This is an optimization exercise on Yosys and OpenROAD, whose aim is small area, not a production implementation. At most, simulation tests tie the RTL to the original design; equivalence was not proved. The flow treats the clock pin as an ideal source. Dropping or thinning the clock tree relies on that and would not hold on a real chip. Power is estimated from default activity; no workload was simulated.

lane 1:
## user_logic
module user_logic
(
  IR_signal,
  Interrupt,
  Bus2IP_Clk,
  Bus2IP_Reset,
  Bus2IP_Data,
  Bus2IP_BE,
  Bus2IP_RdCE,
  Bus2IP_WrCE,
  IP2Bus_Data,
  IP2Bus_RdAck,
  IP2Bus_WrAck,
  IP2Bus_Error
);
For scale: ~97 flip-flops, about 81 I/O pins, ~3900 um^2 of cells after synthesis.
==> module user_logic, before the edit <==
module user_logic
(
  IR_signal,
  Interrupt,
  Bus2IP_Clk,
  Bus2IP_Reset,
  Bus2IP_Data,
  Bus2IP_BE,
  Bus2IP_RdCE,
  Bus2IP_WrCE,
  IP2Bus_Data,
  IP2Bus_RdAck,
  IP2Bus_WrAck,
  IP2Bus_Error
);
parameter C_SLV_DWIDTH                   = 32;
parameter C_NUM_REG                      = 3;
input                                     IR_signal;
output                                    Interrupt;
input                                     Bus2IP_Clk;
input                                     Bus2IP_Reset;
input      [0 : C_SLV_DWIDTH-1]           Bus2IP_Data;
input      [0 : C_SLV_DWIDTH/8-1]         Bus2IP_BE;
input      [0 : C_NUM_REG-1]              Bus2IP_RdCE;
input      [0 : C_NUM_REG-1]              Bus2IP_WrCE;
output     [0 : C_SLV_DWIDTH-1]           IP2Bus_Data;
output                                    IP2Bus_RdAck;
output                                    IP2Bus_WrAck;
output                                    IP2Bus_Error;
  localparam [11:0] Y_RST  = 12'b100110100010;
  localparam [11:0] Y_A    = 12'b111011101000;
  localparam [11:0] Y_E    = 12'b000101110111;
  localparam [11:0] M_E    = 12'b111101111011;
  localparam [11:0] Y_T    = 12'b101110111000;
  localparam [11:0] M_T    = 12'b111111011100;
  localparam [11:0] Y_W    = 12'b111011100010;
  localparam [11:0] M_W    = 12'b111101110011;
  reg  [11:0] y;
  wire te = ((y & M_E) == (Y_E & M_E));
  wire tt = ((y & M_T) == (Y_T & M_T));
  wire tw = ((y & M_W) == (Y_W & M_W));
  always @(posedge Bus2IP_Clk)
    if (Bus2IP_Reset)  y <= Y_RST;
    else if (tw)       y <= Y_A;
    else               y <= {y[10:0], y[11] ^ y[10] ^ y[9] ^ y[3]};
  reg ir_d;
  always @(posedge Bus2IP_Clk)
    ir_d <= IR_signal;
  wire lvl_low  = ~ir_d & ~IR_signal;
  wire lvl_high =  ir_d &  IR_signal;
  reg  [6:0]  n1;      
  reg         wflag;   
  reg         sflag;   
  reg  [12:0] sr;      
  reg         pend;    
  wire lo_ok  = ~n1[3] & ~n1[2] & ~(n1[1] & n1[0]);
  wire r_zero = lo_ok & (n1[6:4] == 3'b001);
  wire r_one  = lo_ok & (n1[6:4] == 3'b010);
  wire r_strt = lo_ok & (n1[6:4] == 3'b100);
  wire send   = sflag & sr[0];
  wire dec    = lvl_high & wflag & sflag & (r_zero | r_one);
  wire ld     = lvl_high & r_strt & ~send;
  always @(posedge Bus2IP_Clk) begin
    wflag <= ~Bus2IP_Reset & ((te & lvl_low) | (wflag & ~(te & dec)));
    sflag <= ~Bus2IP_Reset & ~(te & send) & (sflag | (te & ld));
  end
  wire       n1_clr = Bus2IP_Reset | (te & IR_signal);
  wire [7:0] n1_c;
  assign n1_c[0] = te & ~(n1[6] & n1[5]);
  genvar ni;
  generate
    for (ni = 0; ni < 7; ni = ni + 1) begin : g_n1
      assign n1_c[ni+1] = n1_c[ni] & n1[ni];
      if (ni == 0) begin : b0
        always @(posedge Bus2IP_Clk) n1[ni] <= n1_clr | (n1[ni] ^ n1_c[ni]);
      end else begin : bn
        always @(posedge Bus2IP_Clk) n1[ni] <= ~n1_clr & (n1[ni] ^ n1_c[ni]);
      end
    end
  endgenerate
  wire sr_ld   = te & ld;
  wire sr_sh   = te & dec;
  wire sr_hold = ~(sr_ld | sr_sh);
  wire [12:0] sr_d;
  ul_ao22 u_sr [11:0] (.a(sr_sh), .b(sr[12:1]), .c(sr_hold), .d(sr[11:0]), .y(sr_d[11:0]));
  assign sr_d[12] = (sr_sh & r_one) | (sr_hold & sr[12]) | sr_ld;
  always @(posedge Bus2IP_Clk)
    sr <= sr_d;
  reg  [0:11] reg0;
  reg  [31:0] reg1;
  reg  [0:15] reg2_hi;
  reg         irq;
  wire [32:0] r1_c;    
  wire do_send = tt & pend;
  wire set_irq = tw & pend;
  wire clr_irq = irq & (reg2_hi == 16'h1000);
  wire wr2     = (Bus2IP_WrCE == 3'b001);
  always @(posedge Bus2IP_Clk)
    if (Bus2IP_Reset)               pend <= 1'b0;
    else if (te & send)             pend <= 1'b1;
    else if (r1_c[32])              pend <= 1'b0;
    else if (tw)                    pend <= 1'b0;
  wire r0_ld   = do_send & ~Bus2IP_Reset;
  wire r0_hold = ~do_send & ~Bus2IP_Reset;
  wire [0:11] reg0_d;
  ul_ao22 u_r0 [0:11] (.a(r0_ld), .b(sr[12:1]), .c(r0_hold), .d(reg0), .y(reg0_d));
  always @(posedge Bus2IP_Clk)
    reg0 <= reg0_d;
  assign r1_c[0] = do_send;
  genvar gi;
  generate
    for (gi = 0; gi < 32; gi = gi + 1) begin : g_r1
      assign r1_c[gi+1] = r1_c[gi] & reg1[gi];
      always @(posedge Bus2IP_Clk)
        reg1[gi] <= ~Bus2IP_Reset & (reg1[gi] ^ r1_c[gi]);
    end
  endgenerate
  always @(posedge Bus2IP_Clk)
    if (Bus2IP_Reset) begin
      irq     <= 1'b0;
    end else begin
      if (clr_irq)      irq <= 1'b0;
      else if (set_irq) irq <= 1'b1;
    end
  wire we_b0   = wr2 & Bus2IP_BE[0] & ~Bus2IP_Reset;
  wire we_b1   = wr2 & Bus2IP_BE[1] & ~Bus2IP_Reset;
  wire keep_b0 = ~(wr2 & Bus2IP_BE[0]) & ~(clr_irq | set_irq) & ~Bus2IP_Reset;
  wire keep_b1 = ~(wr2 & Bus2IP_BE[1]) & ~(clr_irq | set_irq) & ~Bus2IP_Reset;
  wire [0:15] reg2_d;
  ul_ao22 u_r2a [0:7] (.a(we_b0), .b(Bus2IP_Data[0:7]),  .c(keep_b0), .d(reg2_hi[0:7]),  .y(reg2_d[0:7]));
  ul_ao22 u_r2b [0:7] (.a(we_b1), .b(Bus2IP_Data[8:15]), .c(keep_b1), .d(reg2_hi[8:15]), .y(reg2_d[8:15]));
  always @(posedge Bus2IP_Clk)
    reg2_hi <= reg2_d;
  assign Interrupt = irq;
  wire rd0 = (Bus2IP_RdCE == 3'b100);
  wire rd1 = (Bus2IP_RdCE == 3'b010);
  wire rd2 = (Bus2IP_RdCE == 3'b001);
  assign IP2Bus_Data  = ({32{rd0}} & {20'b0, reg0})
                      | ({32{rd1}} & reg1)
                      | ({32{rd2}} & {reg2_hi, irq, 15'b0});
  assign IP2Bus_WrAck = Bus2IP_WrCE[0] | Bus2IP_WrCE[1] | Bus2IP_WrCE[2];
  assign IP2Bus_RdAck = Bus2IP_RdCE[0] | Bus2IP_RdCE[1] | Bus2IP_RdCE[2];
  assign IP2Bus_Error = 1'b0;
endmodule
export LEC_CHECK = 0
export CAP_MARGIN = 20
export CORE_MARGIN = 2
export CORE_UTILIZATION = 65
export SLEW_MARGIN = 20
export SYNTH_HIERARCHICAL = 1
create_clock -name core_clock -period 10.0 [get_ports {Bus2IP_Clk}]
standard.sh (not shown) runs the stock make flow with config.mk's settings and CLKGATE_MAP_FILE= SYNTH_SCRIPT=/design/flow/synth_recipe.tcl, a recipe that flattens the netlist after the stock synthesis.
==> flow/flow/run.sh <==
#!/bin/bash
# The standard layout (standard synthesis unchanged) with these changes:
#  * port buffers are buf_1 instead of the default clkdlybuf4s50_1;
#  * the clock tree is rebuilt after CTS by clock_tree.tcl (POST_CTS hook):
#    one inverter (CLK_ROOT_INV) on the clock port feeding CLK_NBUF
#    inverters (CLK_BUF_CELL), each driving one group of flip-flops;
#  * CTS itself inserts no dummy loads;
#  * after CTS, downsize.tcl swaps gates that synthesis upsized to smaller
#    cells of the same function where slew, load and timing allow.
# The full make output goes to flow_make.log in the work folder; ORFS's own
# per-step logs are under orfs/logs.
set -euo pipefail
cd "$(dirname "$0")/.."
export CLK_NBUF=3
export CLK_BUF_CELL=sky130_fd_sc_hd__inv_12
export CLK_ROOT_INV=sky130_fd_sc_hd__inv_4
bash standard.sh \
  BUFFER_PORTS_ARGS="-buffer_cell sky130_fd_sc_hd__buf_1" \
  CTS_ARGS="-sink_clustering_enable -repair_clock_nets -dont_use_dummy_load -buf_list sky130_fd_sc_hd__clkbuf_8" \
  POST_CTS_TCL="$(pwd)/flow/post_cts.tcl" \
  finish > flow_make.log 2>&1
Other scripts of this flow, unchanged in this note and not shown: flow/flow/clock_tree.tcl, flow/flow/downsize.tcl, flow/flow/post_cts.tcl
Lane 1: no failed stages, no open violations at the end
> inputs changed (lane 1 -> lane 2)
diff --git a/flow/design.v b/flow/design.v
--- a/flow/design.v
+++ b/flow/design.v
@@ -27,14 +27,14 @@
 output                                    IP2Bus_RdAck;
 output                                    IP2Bus_WrAck;
 output                                    IP2Bus_Error;
-  localparam [11:0] Y_RST  = 12'b100110100010;
-  localparam [11:0] Y_A    = 12'b111011101000;
-  localparam [11:0] Y_E    = 12'b000101110111;
-  localparam [11:0] M_E    = 12'b111101111011;
-  localparam [11:0] Y_T    = 12'b101110111000;
-  localparam [11:0] M_T    = 12'b111111011100;
-  localparam [11:0] Y_W    = 12'b111011100010;
-  localparam [11:0] M_W    = 12'b111101110011;
+  localparam [11:0] Y_RST  = 12'b111010000101;
+  localparam [11:0] Y_A    = 12'b110010001000;
+  localparam [11:0] Y_E    = 12'b000010000100;
+  localparam [11:0] M_E    = 12'b111100110111;
+  localparam [11:0] Y_T    = 12'b010000100000;
+  localparam [11:0] M_T    = 12'b100110111111;
+  localparam [11:0] Y_W    = 12'b000010000001;
+  localparam [11:0] M_W    = 12'b011001111111;
   reg  [11:0] y;
   wire te = ((y & M_E) == (Y_E & M_E));
   wire tt = ((y & M_T) == (Y_T & M_T));
@@ -42,7 +42,7 @@
   always @(posedge Bus2IP_Clk)
     if (Bus2IP_Reset)  y <= Y_RST;
     else if (tw)       y <= Y_A;
-    else               y <= {y[10:0], y[11] ^ y[10] ^ y[9] ^ y[3]};
+    else               y <= {y[10:0], y[11] ^ y[0]};
   reg ir_d;
   always @(posedge Bus2IP_Clk)
     ir_d <= IR_signal;
@@ -52,12 +52,13 @@
   reg         wflag;   
   reg         sflag;   
   reg  [12:0] sr;      
-  reg         pend;    
   wire lo_ok  = ~n1[3] & ~n1[2] & ~(n1[1] & n1[0]);
   wire r_zero = lo_ok & (n1[6:4] == 3'b001);
   wire r_one  = lo_ok & (n1[6:4] == 3'b010);
   wire r_strt = lo_ok & (n1[6:4] == 3'b100);
   wire send   = sflag & sr[0];
+  wire pend   = ~sflag & sr[0];    
+  wire [32:0] r1_c;                
   wire dec    = lvl_high & wflag & sflag & (r_zero | r_one);
   wire ld     = lvl_high & r_strt & ~send;
   always @(posedge Bus2IP_Clk) begin
@@ -82,7 +83,10 @@
   wire sr_sh   = te & dec;
   wire sr_hold = ~(sr_ld | sr_sh);
   wire [12:0] sr_d;
-  ul_ao22 u_sr [11:0] (.a(sr_sh), .b(sr[12:1]), .c(sr_hold), .d(sr[11:0]), .y(sr_d[11:0]));
+  wire [11:0] sr_m;
+  ul_ao22 u_sr [11:0] (.a(sr_sh), .b(sr[12:1]), .c(sr_hold), .d(sr[11:0]), .y(sr_m));
+  assign sr_d[11:1] = sr_m[11:1];
+  assign sr_d[0]  = sr_m[0] & ~Bus2IP_Reset & ~(pend & (tw | r1_c[32]));
   assign sr_d[12] = (sr_sh & r_one) | (sr_hold & sr[12]) | sr_ld;
   always @(posedge Bus2IP_Clk)
     sr <= sr_d;
@@ -90,16 +94,10 @@
   reg  [31:0] reg1;
   reg  [0:15] reg2_hi;
   reg         irq;
-  wire [32:0] r1_c;    
   wire do_send = tt & pend;
   wire set_irq = tw & pend;
   wire clr_irq = irq & (reg2_hi == 16'h1000);
   wire wr2     = (Bus2IP_WrCE == 3'b001);
-  always @(posedge Bus2IP_Clk)
-    if (Bus2IP_Reset)               pend <= 1'b0;
-    else if (te & send)             pend <= 1'b1;
-    else if (r1_c[32])              pend <= 1'b0;
-    else if (tw)                    pend <= 1'b0;
   wire r0_ld   = do_send & ~Bus2IP_Reset;
   wire r0_hold = ~do_send & ~Bus2IP_Reset;
   wire [0:11] reg0_d;
Results
Layout-stage area growth over the synthesis result ends up lower on lane 2. Lane 2 vs lane 1 — routed wire length per instance climbed slightly. The faster design of the two is lane 2; lane 1 tops out lower. Post-route standard cell area excluding fillers ended up 110 um^2 lower on lane 2 than on lane 1. Against lane 1, lane 2 reports a slew at the pin closest to its max-slew limit that is higher. Relative to lane 1, lane 2 degrades worst hold margin. When the final numbers for lane 1 and lane 2 were put side by side, the tightest slew margin relative to the limit turned out to be greater in lane 1. Of lane 1 and lane 2, the run reporting the higher worst setup slack was lane 2. Lane 2 ended up with fewer standard cells than lane 1. In the reports for lane 1 and lane 2, the larger data arrival time of the critical path belongs to lane 1.
For lane 1, only the layout was checked, not whether the RTL still works. No run of this note takes its clock network from TritonCTS; it comes from the design's own scripts or RTL.

* * *

== build 92 ==
The RTL this note starts from:
==> flow/design.v <==
module user_logic
(
  IR_signal,
  Interrupt,
  Bus2IP_Clk,
  Bus2IP_Reset,
  Bus2IP_Data,
  Bus2IP_BE,
  Bus2IP_RdCE,
  Bus2IP_WrCE,
  IP2Bus_Data,
  IP2Bus_RdAck,
  IP2Bus_WrAck,
  IP2Bus_Error
);
parameter C_SLV_DWIDTH                   = 32;
parameter C_NUM_REG                      = 3;
input                                     IR_signal;
output                                    Interrupt;
input                                     Bus2IP_Clk;
input                                     Bus2IP_Reset;
input      [0 : C_SLV_DWIDTH-1]           Bus2IP_Data;
input      [0 : C_SLV_DWIDTH/8-1]         Bus2IP_BE;
input      [0 : C_NUM_REG-1]              Bus2IP_RdCE;
input      [0 : C_NUM_REG-1]              Bus2IP_WrCE;
output     [0 : C_SLV_DWIDTH-1]           IP2Bus_Data;
output                                    IP2Bus_RdAck;
output                                    IP2Bus_WrAck;
output                                    IP2Bus_Error;
  localparam [11:0] Y_RST  = 12'b100110100010;
  localparam [11:0] Y_A    = 12'b111011101000;
  localparam [11:0] Y_E    = 12'b000101110111;
  localparam [11:0] M_E    = 12'b111101111011;
  localparam [11:0] Y_T    = 12'b101110111000;
  localparam [11:0] M_T    = 12'b111111011100;
  localparam [11:0] Y_W    = 12'b111011100010;
  localparam [11:0] M_W    = 12'b111101110011;
  reg  [11:0] y;
  wire te = ((y & M_E) == (Y_E & M_E));
  wire tt = ((y & M_T) == (Y_T & M_T));
  wire tw = ((y & M_W) == (Y_W & M_W));
  always @(posedge Bus2IP_Clk)
    if (Bus2IP_Reset)  y <= Y_RST;
    else if (tw)       y <= Y_A;
    else               y <= {y[10:0], y[11] ^ y[10] ^ y[9] ^ y[3]};
  reg ir_d;
  always @(posedge Bus2IP_Clk)
    ir_d <= IR_signal;
  wire lvl_low  = ~ir_d & ~IR_signal;
  wire lvl_high =  ir_d &  IR_signal;
  reg  [6:0]  n1;      
  reg         wflag;   
  reg         sflag;   
  reg  [12:0] sr;      
  reg         pend;    
  wire lo_ok  = ~n1[3] & ~n1[2] & ~(n1[1] & n1[0]);
  wire r_zero = lo_ok & (n1[6:4] == 3'b001);
  wire r_one  = lo_ok & (n1[6:4] == 3'b010);
  wire r_strt = lo_ok & (n1[6:4] == 3'b100);
  wire send   = sflag & sr[0];
  wire dec    = lvl_high & wflag & sflag & (r_zero | r_one);
  wire ld     = lvl_high & r_strt & ~send;
  always @(posedge Bus2IP_Clk)
    if (Bus2IP_Reset) begin
      n1    <= 7'd1;
      wflag <= 1'b0;
      sflag <= 1'b0;
    end else if (te) begin
      if (IR_signal)             n1 <= 7'd1;
      else if (~(n1[6] & n1[5])) n1 <= n1 + 7'd1;
      if (lvl_low)               wflag <= 1'b1;
      else if (dec)              wflag <= 1'b0;
      if (send)                  sflag <= 1'b0;
      else if (ld)               sflag <= 1'b1;
    end
  always @(posedge Bus2IP_Clk)
    if (te & ld)       sr <= 13'h1000;
    else if (te & dec) sr <= {r_one, sr[12:1]};
  reg  [0:11] reg0;
  reg  [31:0] reg1;
  reg  [0:15] reg2_hi;
  reg         irq;
  wire do_send = tt & pend;
  wire set_irq = tw & pend;
  wire clr_irq = irq & (reg2_hi == 16'h1000);
  wire wr2     = (Bus2IP_WrCE == 3'b001);
  always @(posedge Bus2IP_Clk)
    if (Bus2IP_Reset)               pend <= 1'b0;
    else if (te & send)             pend <= 1'b1;
    else if (do_send & (&reg1))     pend <= 1'b0;
    else if (tw)                    pend <= 1'b0;
  always @(posedge Bus2IP_Clk)
    if (Bus2IP_Reset) begin
      reg0 <= 12'b0;
      reg1 <= 32'b0;
    end else if (do_send) begin
      reg0 <= sr[12:1];
      reg1 <= reg1 + 32'd1;
    end
  always @(posedge Bus2IP_Clk)
    if (Bus2IP_Reset) begin
      irq     <= 1'b0;
      reg2_hi <= 16'b0;
    end else begin
      if (clr_irq)      irq <= 1'b0;
      else if (set_irq) irq <= 1'b1;
      if (wr2 & Bus2IP_BE[0])         reg2_hi[0:7]  <= Bus2IP_Data[0:7];
      else if (clr_irq | set_irq)     reg2_hi[0:7]  <= 8'b0;
      if (wr2 & Bus2IP_BE[1])         reg2_hi[8:15] <= Bus2IP_Data[8:15];
      else if (clr_irq | set_irq)     reg2_hi[8:15] <= 8'b0;
    end
  assign Interrupt = irq;
  wire rd0 = (Bus2IP_RdCE == 3'b100);
  wire rd1 = (Bus2IP_RdCE == 3'b010);
  wire rd2 = (Bus2IP_RdCE == 3'b001);
  assign IP2Bus_Data  = ({32{rd0}} & {20'b0, reg0})
                      | ({32{rd1}} & reg1)
                      | ({32{rd2}} & {reg2_hi, irq, 15'b0});
  assign IP2Bus_WrAck = Bus2IP_WrCE[0] | Bus2IP_WrCE[1] | Bus2IP_WrCE[2];
  assign IP2Bus_RdAck = Bus2IP_RdCE[0] | Bus2IP_RdCE[1] | Bus2IP_RdCE[2];
  assign IP2Bus_Error = 1'b0;
endmodule
Settings: LEC_CHECK=0, CAP_MARGIN=20, CORE_MARGIN=2, CORE_UTILIZATION=40, SLEW_MARGIN=20; clock period 10.0 ns.
==> flow/flow/run.sh <==
#!/bin/bash
set -euo pipefail
cd "$(dirname "$0")/.."
bash standard.sh \
  BUFFER_PORTS_ARGS="-buffer_cell sky130_fd_sc_hd__buf_1" \
  CTS_ARGS="-sink_clustering_enable -repair_clock_nets -dont_use_dummy_load -buf_list sky130_fd_sc_hd__clkbuf_8" \
  finish > flow_make.log 2>&1
Changes in trial 81 relative to build 92:
diff --git a/flow/design.v b/flow/design.v
--- a/flow/design.v
+++ b/flow/design.v
@@ -85,32 +85,41 @@
   wire clr_irq = irq & (reg2_hi == 16'h1000);
   wire wr2     = (Bus2IP_WrCE == 3'b001);
   always @(posedge Bus2IP_Clk)
     if (Bus2IP_Reset)               pend <= 1'b0;
     else if (te & send)             pend <= 1'b1;
-    else if (do_send & (&reg1))     pend <= 1'b0;
+    else if (r1_c[32])              pend <= 1'b0;
     else if (tw)                    pend <= 1'b0;
+  wire r0_ld   = do_send & ~Bus2IP_Reset;
+  wire r0_hold = ~do_send & ~Bus2IP_Reset;
   always @(posedge Bus2IP_Clk)
-    if (Bus2IP_Reset) begin
-      reg0 <= 12'b0;
-      reg1 <= 32'b0;
-    end else if (do_send) begin
-      reg0 <= sr[12:1];
-      reg1 <= reg1 + 32'd1;
+    reg0 <= ({12{r0_ld}} & sr[12:1]) | ({12{r0_hold}} & reg0);
+  wire [32:0] r1_c;
+  assign r1_c[0] = do_send;
+  genvar gi;
+  generate
+    for (gi = 0; gi < 32; gi = gi + 1) begin : g_r1
+      assign r1_c[gi+1] = r1_c[gi] & reg1[gi];
+      always @(posedge Bus2IP_Clk)
+        reg1[gi] <= ~Bus2IP_Reset & (reg1[gi] ^ r1_c[gi]);
     end
+  endgenerate
   always @(posedge Bus2IP_Clk)
     if (Bus2IP_Reset) begin
       irq     <= 1'b0;
-      reg2_hi <= 16'b0;
     end else begin
       if (clr_irq)      irq <= 1'b0;
       else if (set_irq) irq <= 1'b1;
-      if (wr2 & Bus2IP_BE[0])         reg2_hi[0:7]  <= Bus2IP_Data[0:7];
-      else if (clr_irq | set_irq)     reg2_hi[0:7]  <= 8'b0;
-      if (wr2 & Bus2IP_BE[1])         reg2_hi[8:15] <= Bus2IP_Data[8:15];
-      else if (clr_irq | set_irq)     reg2_hi[8:15] <= 8'b0;
     end
+  wire we_b0   = wr2 & Bus2IP_BE[0] & ~Bus2IP_Reset;
+  wire we_b1   = wr2 & Bus2IP_BE[1] & ~Bus2IP_Reset;
+  wire keep_b0 = ~(wr2 & Bus2IP_BE[0]) & ~(clr_irq | set_irq) & ~Bus2IP_Reset;
+  wire keep_b1 = ~(wr2 & Bus2IP_BE[1]) & ~(clr_irq | set_irq) & ~Bus2IP_Reset;
+  always @(posedge Bus2IP_Clk) begin
+    reg2_hi[0:7]  <= ({8{we_b0}} & Bus2IP_Data[0:7])  | ({8{keep_b0}} & reg2_hi[0:7]);
+    reg2_hi[8:15] <= ({8{we_b1}} & Bus2IP_Data[8:15]) | ({8{keep_b1}} & reg2_hi[8:15]);
+  end
   assign Interrupt = irq;
   wire rd0 = (Bus2IP_RdCE == 3'b100);
   wire rd1 = (Bus2IP_RdCE == 3'b010);
   wire rd2 = (Bus2IP_RdCE == 3'b001);
   assign IP2Bus_Data  = ({32{rd0}} & {20'b0, reg0})
--- outcome ---
Compared with build 92, trial 81 shows number of standard cells after synthesis that has gone down by more than a quarter. In the reports for build 92 and trial 81, the larger synthesized area belongs to build 92. Taking build 92 as 1.0, trial 81 lands at 0.909 on final instance area. Die area, build 92 and trial 81, higher one = build 92. The arrival time of data at the critical path endpoint of trial 81 exceeds that of build 92 by 4.00 ns. Compared with build 92, in trial 81 final core area utilization saw an increase, count of buffer and inverter cells on the critical path saw a decrease, sequential group share of total power saw an increase.

what the ideal ports hide:
In the flow no input, the clock included, has a driving cell. The finished layouts below were timed again as built, in two steps. Step 1 (the two cells are an assumption about what drives the block):
set clk [get_ports {Bus2IP_Clk}]
set_driving_cell -lib_cell sky130_fd_sc_hd__clkbuf_16 $clk
set_driving_cell -lib_cell sky130_fd_sc_hd__buf_2 [delete_from_list [all_inputs] $clk]
Step 2 also shifts input and output timing later by t, the mid clock arrival at the registers, as if the neighbouring blocks saw the same clock. Three values: ideal ports, drivers, drivers and shift; two values: the first two.
| run | t (ns) | setup WS [ns] | worst setup path after step 2 | pins driven straight from the clock port |
|---|---|---|---|---|
| lane 1 | 0.259 | 2.818 / 2.818 / 2.818 | register to register | 1 |
| lane 2 | 0.259 | 2.943 / 2.943 / 2.943 | register to register | 1 |
| build 92 | 0.390 | 4.490 / 4.468 / 4.468 | input to output | 1 |
| trial 81 | 0.375 | 2.761 / 2.761 / 2.761 | register to register | 1 |
After both steps every run listed still meets setup and hold. The setup slack of build 92, which loses most, moves by -0.022 ns with the drivers and by -0.022 ns with both steps.
